Source: an optimization exercise on an open RTL-to-GDS flow (aim: small area, a short achievable clock period and few clock cycles). Production flows keep margins and buffers that such runs may drop.
RTL that was checked went through simulation tests only; none was proved equivalent to the original.
Power and IR drop assume default switching activity.

==> garnet <==
==> flow/design.v <==
module top_axi_lite (
    input  logic        clk,
    input  logic        rstn,
    input  logic        start,
    input  logic        mode,        
    input  logic [31:0] addr,
    input  logic [31:0] wdata_in,
    output logic [31:0] rdata_out,
    output logic        done
);
    logic [31:0] mem [0:15];
    always_ff @(posedge clk) begin
        if (start && mode) mem[addr[5:2]] <= wdata_in;
    end
    always_ff @(posedge clk) begin
        rdata_out <= mem[addr[5:2]];
    end
    always_ff @(posedge clk or negedge rstn) begin
        if (!rstn) done <= 1'b0;
        else       done <= start;
    end
endmodule
==> flow/run.sh <==
#!/bin/bash
# synth_recipe.tcl (not shown) runs the flow's synth.tcl, then flattens the netlist and writes it again
# the make line also repeats each setting of config.mk as NAME=value (left out here)
make -C /OpenROAD-flow-scripts/flow DESIGN_CONFIG=/design/flow/config.mk WORK_HOME=/design/flow/orfs CLKGATE_MAP_FILE= SYNTH_SCRIPT=/design/flow/synth_recipe.tcl finish
==> flow/config.mk <==
export PLATFORM = sky130hd
export DESIGN_NAME = top_axi_lite
export DESIGN_NICKNAME = top_axi_lite
export VERILOG_FILES = /design/flow/design.v
export SDC_FILE = /design/flow/constraint.sdc
export NUM_CORES = 4
export LEC_CHECK = 0
export CAP_MARGIN = 20
export CORE_MARGIN = 2
export CORE_UTILIZATION = 55
export SETUP_SLACK_MARGIN = 1.9
export SLEW_MARGIN = 20
==> flow/constraint.sdc <==
create_clock -name core_clock -period 3.5 [get_ports {clk}]
set_input_delay 0.7000 -clock core_clock [delete_from_list [all_inputs] [get_ports {clk}]]
set_output_delay 0.7000 -clock core_clock [all_outputs]
set_load 0.01 [all_outputs]
==> juniper (differences from garnet) <==
==> flow/flow/run.sh (new file) <==
#!/bin/bash
# The standard layout, with the ports buffered by buf_2 cells instead of the
# cell buffer_ports picks by itself. Full output in standard.log.
set -euo pipefail
bash standard.sh "BUFFER_PORTS_ARGS=-buffer_cell sky130_fd_sc_hd__buf_2" finish > standard.log 2>&1
==> flow/standard.sh (new file) <==
#!/bin/bash
# synth_recipe.tcl (not shown) runs the flow's synth.tcl, then flattens the netlist and writes it again
# the make line also repeats each setting of config.mk as NAME=value (left out here)
make -C /OpenROAD-flow-scripts/flow DESIGN_CONFIG=/design/flow/config.mk WORK_HOME=/design/flow/orfs CLKGATE_MAP_FILE= SYNTH_SCRIPT=/design/flow/synth_recipe.tcl "${@:-finish}"
Settings changed: CTS_CLUSTER_DIAMETER set to 100, CTS_CLUSTER_SIZE set to 30, SETUP_SLACK_MARGIN 1.9 to 1.8.
removed: flow/run.sh
==> lagoon (differences from garnet) <==
==> flow/design.v, changed modules only <==
module rf_inv (input logic a, output logic y);
    assign y = !a;
endmodule
module rf_nand2 (input logic a, b, output logic y);
    assign y = !(a & b);
endmodule
module rf_nor2 (input logic a, b, output logic y);
    assign y = !(a | b);
endmodule
module rf_nor3 (input logic a, b, c, output logic y);
    assign y = !(a | b | c);
endmodule
module rf_nand4 (input logic a, b, c, d, output logic y);
    assign y = !(a & b & c & d);
endmodule
module rf_aoi22 (input logic a1, a2, b1, b2, output logic y);
    assign y = !((a1 & a2) | (b1 & b2));
endmodule
module rf_or2 (input logic a, b, output logic y);
    assign y = a | b;
endmodule
module rf_ao22 (input logic a1, a2, b1, b2, output logic y);
    assign y = (a1 & a2) | (b1 & b2);
endmodule
module top_axi_lite (
    input  logic        clk,
    input  logic        rstn,
    input  logic        start,
    input  logic        mode,        
    input  logic [31:0] addr,
    input  logic [31:0] wdata_in,
    output logic [31:0] rdata_out,
    output logic        done
);
    logic [31:0] mem [0:15];
    logic [31:0] mem_d [0:15];
    logic [31:0] rd;
    logic [5:2] a, an;
    assign a = addr[5:2];
    for (genvar n = 2; n < 6; n++) begin : g_an
        rf_inv u_an (.a(a[n]), .y(an[n]));
    end
    logic [3:0] lo, lon, hin, whi, whin;
    logic       wmn;
    rf_nand2 u_wmn (.a(start), .b(mode), .y(wmn));
    for (genvar j = 0; j < 4; j++) begin : g_pre
        localparam bit B0 = j[0], B1 = j[1];
        rf_nor2  u_lo   (.a(B1 ? an[3] : a[3]), .b(B0 ? an[2] : a[2]), .y(lo[j]));
        rf_nand2 u_lon  (.a(B1 ? a[3] : an[3]), .b(B0 ? a[2] : an[2]), .y(lon[j]));
        rf_nand2 u_hin  (.a(B1 ? a[5] : an[5]), .b(B0 ? a[4] : an[4]), .y(hin[j]));
        rf_nor3  u_whi  (.a(wmn), .b(B1 ? an[5] : a[5]), .c(B0 ? an[4] : a[4]), .y(whi[j]));
        rf_nand4 u_whin (.a(start), .b(mode), .c(B1 ? a[5] : an[5]), .d(B0 ? a[4] : an[4]), .y(whin[j]));
    end
    logic [15:0] we [0:1];
    logic [15:0] hold [0:1];
    logic [15:0] sel [0:1];
    for (genvar h = 0; h < 2; h++) begin : g_half
        for (genvar i = 0; i < 16; i++) begin : g_word
            rf_nor2  u_we   (.a(whin[i/4]), .b(lon[i%4]), .y(we[h][i]));
            rf_nand2 u_hold (.a(whi[i/4]),  .b(lo[i%4]),  .y(hold[h][i]));
            rf_nor2  u_sel  (.a(hin[i/4]),  .b(lon[i%4]), .y(sel[h][i]));
        end
    end
    for (genvar i = 0; i < 16; i++) begin : g_word
        for (genvar b = 0; b < 32; b++) begin : g_bit
            rf_ao22 u_next (
                .a1(we[b/16][i]), .a2(wdata_in[b]), .b1(hold[b/16][i]), .b2(mem[i][b]),
                .y(mem_d[i][b])
            );
        end
    end
    always_ff @(posedge clk) begin
        for (int i = 0; i < 16; i++) mem[i] <= mem_d[i];
    end
    logic [7:0] part_n [0:31];
    logic [1:0] half [0:31];
    for (genvar b = 0; b < 32; b++) begin : g_rd
        for (genvar k = 0; k < 8; k++) begin : g_aoi22
            rf_aoi22 u_part (
                .a1(sel[b/16][2*k]),   .a2(mem[2*k][b]),
                .b1(sel[b/16][2*k+1]), .b2(mem[2*k+1][b]),
                .y(part_n[b][k])
            );
        end
        for (genvar k = 0; k < 2; k++) begin : g_nand4
            rf_nand4 u_half (.a(part_n[b][4*k]), .b(part_n[b][4*k+1]), .c(part_n[b][4*k+2]),
                             .d(part_n[b][4*k+3]), .y(half[b][k]));
        end
        rf_or2 u_rd (.a(half[b][0]), .b(half[b][1]), .y(rd[b]));
    end
    always_ff @(posedge clk) begin
        rdata_out <= rd;
    end
    always_ff @(posedge clk or negedge rstn) begin
        if (!rstn) done <= 1'b0;
        else       done <= start;
    end
endmodule
==> flow/flow/run.sh (new file) <==
#!/bin/bash
# The standard layout with two changes:
#  - ports are buffered with buf_4 cells instead of the cell buffer_ports picks;
#  - synthesis maps each gate module for a 1 fF load (ABC_LOAD_IN_FF=1), so
#    the gates come out at their smallest size; timing repair then sizes up
#    the ones that need it.
# Full output in standard.log (ORFS's per-step logs are under orfs/logs).
set -euo pipefail
bash standard.sh "BUFFER_PORTS_ARGS=-buffer_cell sky130_fd_sc_hd__buf_4" ABC_LOAD_IN_FF=1 \
  finish > standard.log 2>&1
==> flow/standard.sh (new file) <==
#!/bin/bash
# synth_recipe.tcl (not shown) runs the flow's synth.tcl, then flattens the netlist and writes it again
# the make line also repeats each setting of config.mk as NAME=value (left out here)
make -C /OpenROAD-flow-scripts/flow DESIGN_CONFIG=/design/flow/config.mk WORK_HOME=/design/flow/orfs CLKGATE_MAP_FILE= SYNTH_SCRIPT=/design/flow/synth_recipe.tcl "${@:-finish}"
Settings changed: CTS_CLUSTER_DIAMETER set to 100, CTS_CLUSTER_SIZE set to 30, SETUP_SLACK_MARGIN 1.9 to 1.8, SYNTH_HIERARCHICAL set to 1, SYNTH_MINIMUM_KEEP_SIZE set to 0.
removed: flow/run.sh
==> yarrow (differences from garnet) <==
==> flow/design.v, changed modules only <==
module top_axi_lite (
    input  logic        clk,
    input  logic        rstn,
    input  logic        start,
    input  logic        mode,        
    input  logic [31:0] addr,
    input  logic [31:0] wdata_in,
    output logic [31:0] rdata_out,
    output logic        done
);
    logic [31:0] mem [0:15];
    logic [3:0] lo, hi;
    logic [15:0] we;
    always_comb begin
        for (int j = 0; j < 4; j++) begin
            lo[j] = (addr[3:2] == 2'(j));
            hi[j] = start && mode && (addr[5:4] == 2'(j));
        end
        for (int i = 0; i < 16; i++) we[i] = hi[i/4] && lo[i%4];
    end
    always_ff @(posedge clk) begin
        for (int i = 0; i < 16; i++)
            if (we[i]) mem[i] <= wdata_in;
    end
    always_ff @(posedge clk) begin
        rdata_out <= mem[addr[5:2]];
    end
    always_ff @(posedge clk or negedge rstn) begin
        if (!rstn) done <= 1'b0;
        else       done <= start;
    end
endmodule
Settings changed: CTS_CLUSTER_DIAMETER set to 100, CTS_CLUSTER_SIZE set to 30, SETUP_SLACK_MARGIN 1.9 to 1.8.
==> comparison table <==
Pwr Total: lagoon 0.0133 W; juniper 0.0111 W; yarrow 0.0114 W; garnet 0.0138 W
Detailed-route wire length per cell: lagoon 28.3 µm; juniper 30.1 µm; yarrow 29.1 µm; garnet 30.4 µm
First drt pass iteration count: lagoon 5; juniper 20; yarrow 5; garnet 24
Via density per instance: lagoon 7.07; juniper 6.25; yarrow 6.47; garnet 6.26
Max stage delay on crit path: lagoon 290 ps; juniper 380 ps; yarrow 370 ps; garnet 390 ps
Global routing usage on met3: lagoon 0.0358; juniper 0.0267; yarrow 0.0473; garnet 0.0479
Final clock period utilization by the worst path: lagoon 0.515; juniper 0.507; yarrow 0.504; garnet 0.505
H-Tree Level Count: lagoon 1; juniper 1; yarrow 1; garnet 2
Combinational power: lagoon 0.00197 W; juniper 0.000668 W; yarrow 0.00100 W; garnet 0.000746 W
Maximum fanout encountered on the critical timing path: lagoon 8; juniper 1; yarrow 1; garnet 8
Crit path arrival time: lagoon 2270 ps; juniper 1080 ps; yarrow 1060 ps; garnet 2060 ps
Share of layout cells above drive strength 1: lagoon 0.252; juniper 0.331; yarrow 0.222; garnet 0.364
Worst-margin pin slew: lagoon 575 ps; juniper 624 ps; yarrow 625 ps; garnet 536 ps
Headroom to the max-slew limit: lagoon 0.616; juniper 0.583; yarrow 0.582; garnet 0.641
Number of cells on the critical path: lagoon 9; juniper 1; yarrow 1; garnet 10
GPL Wtd Cong: lagoon 0.811; juniper 0.715; yarrow 0.747; garnet 0.753
Required time reported for the critical path endpoint: lagoon 3970 ps; juniper 2800 ps; yarrow 2800 ps; garnet 3790 ps
Total net switching power: lagoon 0.00347 W; juniper 0.00225 W; yarrow 0.00251 W; garnet 0.00270 W
Filler cell count: lagoon 2404; juniper 2380; yarrow 2600; garnet 2153
Worst R2R End: lagoon rdata_out[29]; juniper rdata_out[0]; yarrow rdata_out[2]; garnet rdata_out[3]
Clock slew seen by the registers of the worst setup and hold paths: lagoon 110 ps; juniper 120 ps; yarrow 110 ps; garnet 60 ps
Syn. warnings: lagoon 15; juniper 1; yarrow 2; garnet 1
Number of resized instances in the post-cts repair step: lagoon 184; juniper 28; yarrow 293; garnet 237
Outcome: lagoon complete, no violations; juniper complete, no violations; yarrow complete, no violations; garnet complete, no violations
Testbench counts of garnet, summed over its fixed seeds: cycles 8,000.
Testbench counts of juniper, summed over its fixed seeds: cycles 8,000.
Only the layout flow was run in lagoon and yarrow; the RTL was not checked for function there.

## separate check: timing with driven ports
The results above use ideal ports. As a check the final layouts listed here were re-extracted and re-timed, cells and wires unchanged.
Step 1 (the two cells are an assumption about what drives the block):
set clk [get_ports {clk}]
set_driving_cell -lib_cell sky130_fd_sc_hd__clkbuf_16 $clk
set_driving_cell -lib_cell sky130_fd_sc_hd__buf_2 [delete_from_list [all_inputs] $clk]
Step 2 times the ports against the registers' clock, not the clock port: input delays grow and output delays shrink by t, the midpoint of the rising clock arrivals with the driver on.
Slacks: ideal / step 1 / step 2; pairs: ideal / step 1.
run | shift t [ns] | setup WS [ns] | hold WS [ns] | worst setup path at the end | worst slew at a driven data input, ns
garnet | 0.633 | 1.731 / 1.687 / 1.064 | 0.259 / 0.230 / 0.658 | input to register | 0.18
juniper | 0.594 | 1.725 / 1.670 / 1.081 | 0.297 / 0.262 / 0.678 | input to register | 0.19
lagoon | 0.615 | 1.697 / 1.626 / 1.011 | 0.339 / 0.309 / 0.480 | input to register | 0.12
yarrow | 0.607 | 1.736 / 1.632 / 1.026 | 0.267 / 0.243 / 0.483 | input to register | 0.30
After both steps setup and hold are still met in every run listed. The setup slack of yarrow, which loses most, moves by -0.104 ns with the drivers and by -0.710 ns with both steps.
